Source: an optimization exercise on an open RTL-to-GDS flow (aim: small area). Production flows keep margins and buffers that such runs may drop.
Function was checked by simulation only, so behaviour that the tests miss may differ from the original.
The flow treats the clock pin as an ideal source, which a real chip does not have.
Power figures rest on the tool's default switching activity, not on a simulated workload.

==> branch garnet <==
// top_module1
module top_module1(clk_i, rst, h_sync, v_sync, red_o, green_o, blue_o, x_in, y_in, ps2clk, ps2data, ld1);
input clk_i;
input rst;
input x_in;
input y_in;
output h_sync;
output v_sync;
output [3:0] red_o;
output [3:0] green_o;
output [3:0] blue_o;
input ps2clk;
input ps2data;
output ld1;
function [6:0] xpred;
    input [5:0] d;
    case (d)
        6'd0: xpred = 7'd16;
        6'd1: xpred = 7'd16;
        6'd2: xpred = 7'd16;
        6'd3: xpred = 7'd16;
        6'd4: xpred = 7'd16;
        6'd5: xpred = 7'd16;
        6'd6: xpred = 7'd16;
        6'd7: xpred = 7'd8;
        6'd8: xpred = 7'd8;
        6'd9: xpred = 7'd8;
        6'd10: xpred = 7'd8;
        6'd11: xpred = 7'd8;
        6'd12: xpred = 7'd8;
        6'd13: xpred = 7'd12;
        6'd14: xpred = 7'd12;
        6'd15: xpred = 7'd12;
        6'd16: xpred = 7'd12;
        6'd17: xpred = 7'd12;
        6'd18: xpred = 7'd12;
        6'd19: xpred = 7'd4;
        6'd20: xpred = 7'd4;
        6'd21: xpred = 7'd4;
        6'd22: xpred = 7'd4;
        6'd23: xpred = 7'd4;
        6'd24: xpred = 7'd68;
        6'd25: xpred = 7'd0;
  ...
clock: 20.0 ns
lec_check: 0
cap_margin: 20
core_margin: 2
core_utilization: 65
slew_margin: 20
standard.sh (not shown) runs the stock make flow with config.mk's settings and CLKGATE_MAP_FILE= SYNTH_SCRIPT=/design/flow/synth_recipe.tcl, a recipe that flattens the netlist after the stock synthesis.
==> flow/flow/run.sh <==
#!/bin/bash
# Own layout flow: the standard flow (standard.sh), with these changes:
# - synthesis leaves adders to ABC (no full/half adder extraction) and maps
#   the combinational logic with an area-oriented ABC script (flow/area.abc)
#   instead of ORFS's delay-oriented one; the registers, their names and
#   cells are those of the standard synthesis (ABC maps only the logic
#   between them);
# - the port buffers are the smallest buffer cell;
# - clock tree synthesis inserts no dummy loads and uses clkbuf_8 below a
#   clkbuf_16 root.
set -euo pipefail
W=$(pwd)
export OWN_ABC_SCRIPT="$W/flow/area.abc"
export BUFFER_PORTS_ARGS="-buffer_cell sky130_fd_sc_hd__buf_1"
export CTS_ARGS="-sink_clustering_enable -repair_clock_nets -dont_use_dummy_load -root_buf sky130_fd_sc_hd__clkbuf_16 -buf_list sky130_fd_sc_hd__clkbuf_8"
# The standard flow's synthesis script, with every abc call given the script above
{
  echo 'proc abc {args} {'
  echo '  set i [lsearch -exact $args -script]'
  echo '  if {$i >= 0} { lset args [expr {$i + 1}] $::env(OWN_ABC_SCRIPT) }'
  echo '  yosys abc {*}$args'
  echo '}'
  cat "$W/synth_recipe.tcl"
} > "$W/own_synth.tcl"
sed -E -e "s#SYNTH_SCRIPT=[^ ]*synth_recipe\.tcl'?#SYNTH_SCRIPT=$W/own_synth.tcl ADDER_MAP_FILE=#" \
  "$W/standard.sh" > "$W/own_standard.sh"
grep -q "SYNTH_SCRIPT=$W/own_synth.tcl ADDER_MAP_FILE=" "$W/own_standard.sh"
bash "$W/own_standard.sh" > "$W/own_flow.log" 2>&1
cp "$W"/orfs/logs/*/top_module1/base/1_2_yosys.log "$W/yosys.log" 2>/dev/null || true
cp "$W"/orfs/logs/*/top_module1/base/4_1_cts.log "$W/cts.log" 2>/dev/null || true
==> flow/flow/area.abc <==
strash
balance -l
resub -K 6 -l
rewrite -l
resub -K 6 -N 2 -l
refactor -l
resub -K 8 -l
balance -l
resub -K 8 -N 2 -l
rewrite -l
resub -K 10 -l
rewrite -z -l
resub -K 10 -N 2 -l
balance -l
resub -K 12 -l
refactor -z -l
resub -K 12 -N 2 -l
rewrite -z -l
balance -l
&get -n
&deepsyn -T 600
&put
balance -l
resub -K 6 -l
rewrite -l
resub -K 6 -N 2 -l
refactor -l
resub -K 8 -l
balance -l
resub -K 8 -N 2 -l
rewrite -l
resub -K 10 -l
rewrite -z -l
resub -K 10 -N 2 -l
balance -l
resub -K 12 -l
refactor -z -l
resub -K 12 -N 2 -l
rewrite -z -l
balance -l
dch -f
amap
topo
==> inputs of branch quartz, as changes to branch garnet <==
--- a/flow/flow/area.abc
+++ b/flow/flow/area.abc
@@ -18,7 +18,7 @@
 rewrite -z -l
 balance -l
 &get -n
-&deepsyn -T 600
+&deepsyn -T 60
 &put
 balance -l
 resub -K 6 -l
==> inputs of branch amber, as changes to branch garnet <==
--- a/flow/flow/run.sh
+++ b/flow/flow/run.sh
@@ -6,13 +6,12 @@
 #   cells are those of the standard synthesis (ABC maps only the logic
 #   between them);
 # - the port buffers are the smallest buffer cell;
-# - clock tree synthesis inserts no dummy loads and uses clkbuf_8 below a
-#   clkbuf_16 root.
+# - clock tree synthesis inserts no dummy loads.
 set -euo pipefail
 W=$(pwd)
 export OWN_ABC_SCRIPT="$W/flow/area.abc"
 export BUFFER_PORTS_ARGS="-buffer_cell sky130_fd_sc_hd__buf_1"
-export CTS_ARGS="-sink_clustering_enable -repair_clock_nets -dont_use_dummy_load -root_buf sky130_fd_sc_hd__clkbuf_16 -buf_list sky130_fd_sc_hd__clkbuf_8"
+export CTS_ARGS="-sink_clustering_enable -repair_clock_nets -dont_use_dummy_load -buf_list sky130_fd_sc_hd__clkbuf_16"
 # The standard flow's synthesis script, with every abc call given the script above
 {
   echo 'proc abc {args} {'
--- a/flow/flow/area.abc
+++ b/flow/flow/area.abc
@@ -18,7 +18,7 @@
 rewrite -z -l
 balance -l
 &get -n
-&deepsyn -T 600
+&deepsyn -T 150
 &put
 balance -l
 resub -K 6 -l
==> inputs of branch juniper, as changes to branch garnet <==
--- a/flow/flow/run.sh
+++ b/flow/flow/run.sh
@@ -6,13 +6,12 @@
 #   cells are those of the standard synthesis (ABC maps only the logic
 #   between them);
 # - the port buffers are the smallest buffer cell;
-# - clock tree synthesis inserts no dummy loads and uses clkbuf_8 below a
-#   clkbuf_16 root.
+# - clock tree synthesis inserts no dummy loads.
 set -euo pipefail
 W=$(pwd)
 export OWN_ABC_SCRIPT="$W/flow/area.abc"
 export BUFFER_PORTS_ARGS="-buffer_cell sky130_fd_sc_hd__buf_1"
-export CTS_ARGS="-sink_clustering_enable -repair_clock_nets -dont_use_dummy_load -root_buf sky130_fd_sc_hd__clkbuf_16 -buf_list sky130_fd_sc_hd__clkbuf_8"
+export CTS_ARGS="-sink_clustering_enable -repair_clock_nets -dont_use_dummy_load -buf_list sky130_fd_sc_hd__clkbuf_16"
 # The standard flow's synthesis script, with every abc call given the script above
 {
   echo 'proc abc {args} {'
--- a/flow/flow/area.abc
+++ b/flow/flow/area.abc
@@ -18,7 +18,7 @@
 rewrite -z -l
 balance -l
 &get -n
-&deepsyn -T 600
+&deepsyn -T 60
 &put
 balance -l
 resub -K 6 -l
CAP_MARGIN = 0   (was 20)
SLEW_MARGIN = 0   (was 20)
==> summary of the runs <==
Between branch amber and branch quartz, the lower clock power is in branch quartz (gap 40%, measured against branch quartz).
Core utilization, lowest first: branch garnet, branch quartz, branch amber, branch juniper.
Worst setup slack: branch garnet > branch amber > branch quartz > branch juniper.
Against branch garnet, the first-iteration DRC count of branch quartz is lower by about 17%.
==> figures <==
|  | branch amber | branch juniper | branch garnet | branch quartz |
|---|---|---|---|---|
| Post-placement cell area | 13100 µm² | 13300 µm² | 12700 µm² | 13300 µm² |
| Overall power | 729 µW | 720 µW | 644 µW | 643 µW |
| Origin of the worst min-delay path | trig | code_id[3] | score_2[0] | ph[0] |
| Routed length per instance | 21.5 µm | 18.4 µm | 20.9 µm | 18.2 µm |
| Met2 WL | 20300 µm | 18800 µm | 20100 µm | 18700 µm |
| Fin Clk Skew | 0.0277 ns | 0.0279 ns | 0.0499 ns | 0.0334 ns |
| Via count of the first global-routing pass | 14000 | 13600 | 13800 | 13500 |
| Layout buffering overhead excluding clock cells | 1.23% | 1.82% | 1.10% | 1.84% |
| Reg2Reg Capture Point | pc_y[10] | pc_x[10] | pc_y[9] | pc_x[10] |
| Status | finished clean | finished clean | finished clean | finished clean |

-- what the ideal ports hide --
How much do the figures lean on ideal ports? The routed layouts below were timed once more, with nothing changed but the port constraints. Step 1 sets driving cells, clkbuf_16 on the clock port and buf_2 on the other inputs (assumed; they add their load-dependent delay and slew). Step 2 moves the port delays by t, midway between the first and last clock arrival at a register: inputs arrive t later, outputs are due t later. That takes back most of the time a late clock gives input paths. Three values: no drivers, after step 1, after step 2; two values: the first two.
run | t, ns | slack for setup (ns) | hold slack, ns | clock arrival spread, ns | worst data-port slew with drivers (ns)
branch garnet | 0.435 | 4.492 / 4.520 / 4.085 | 0.457 / 0.457 / 0.457 | 0.051 / 0.052 | 0.03
branch quartz | 0.446 | 1.885 / 1.910 / 1.464 | 0.439 / 0.439 / 0.439 | 0.034 / 0.033 | 0.03
branch amber | 0.487 | 4.291 / 4.322 / 3.835 | 0.452 / 0.452 / 0.452 | 0.029 / 0.028 | 0.03
branch juniper | 0.477 | 1.863 / 1.887 / 1.410 | 0.444 / 0.444 / 0.444 | 0.027 / 0.028 | 0.03
After both steps every run listed still meets setup and hold. For branch amber, which loses most, drivers alone change the setup slack by +0.031 ns; drivers and shift together by -0.456 ns.
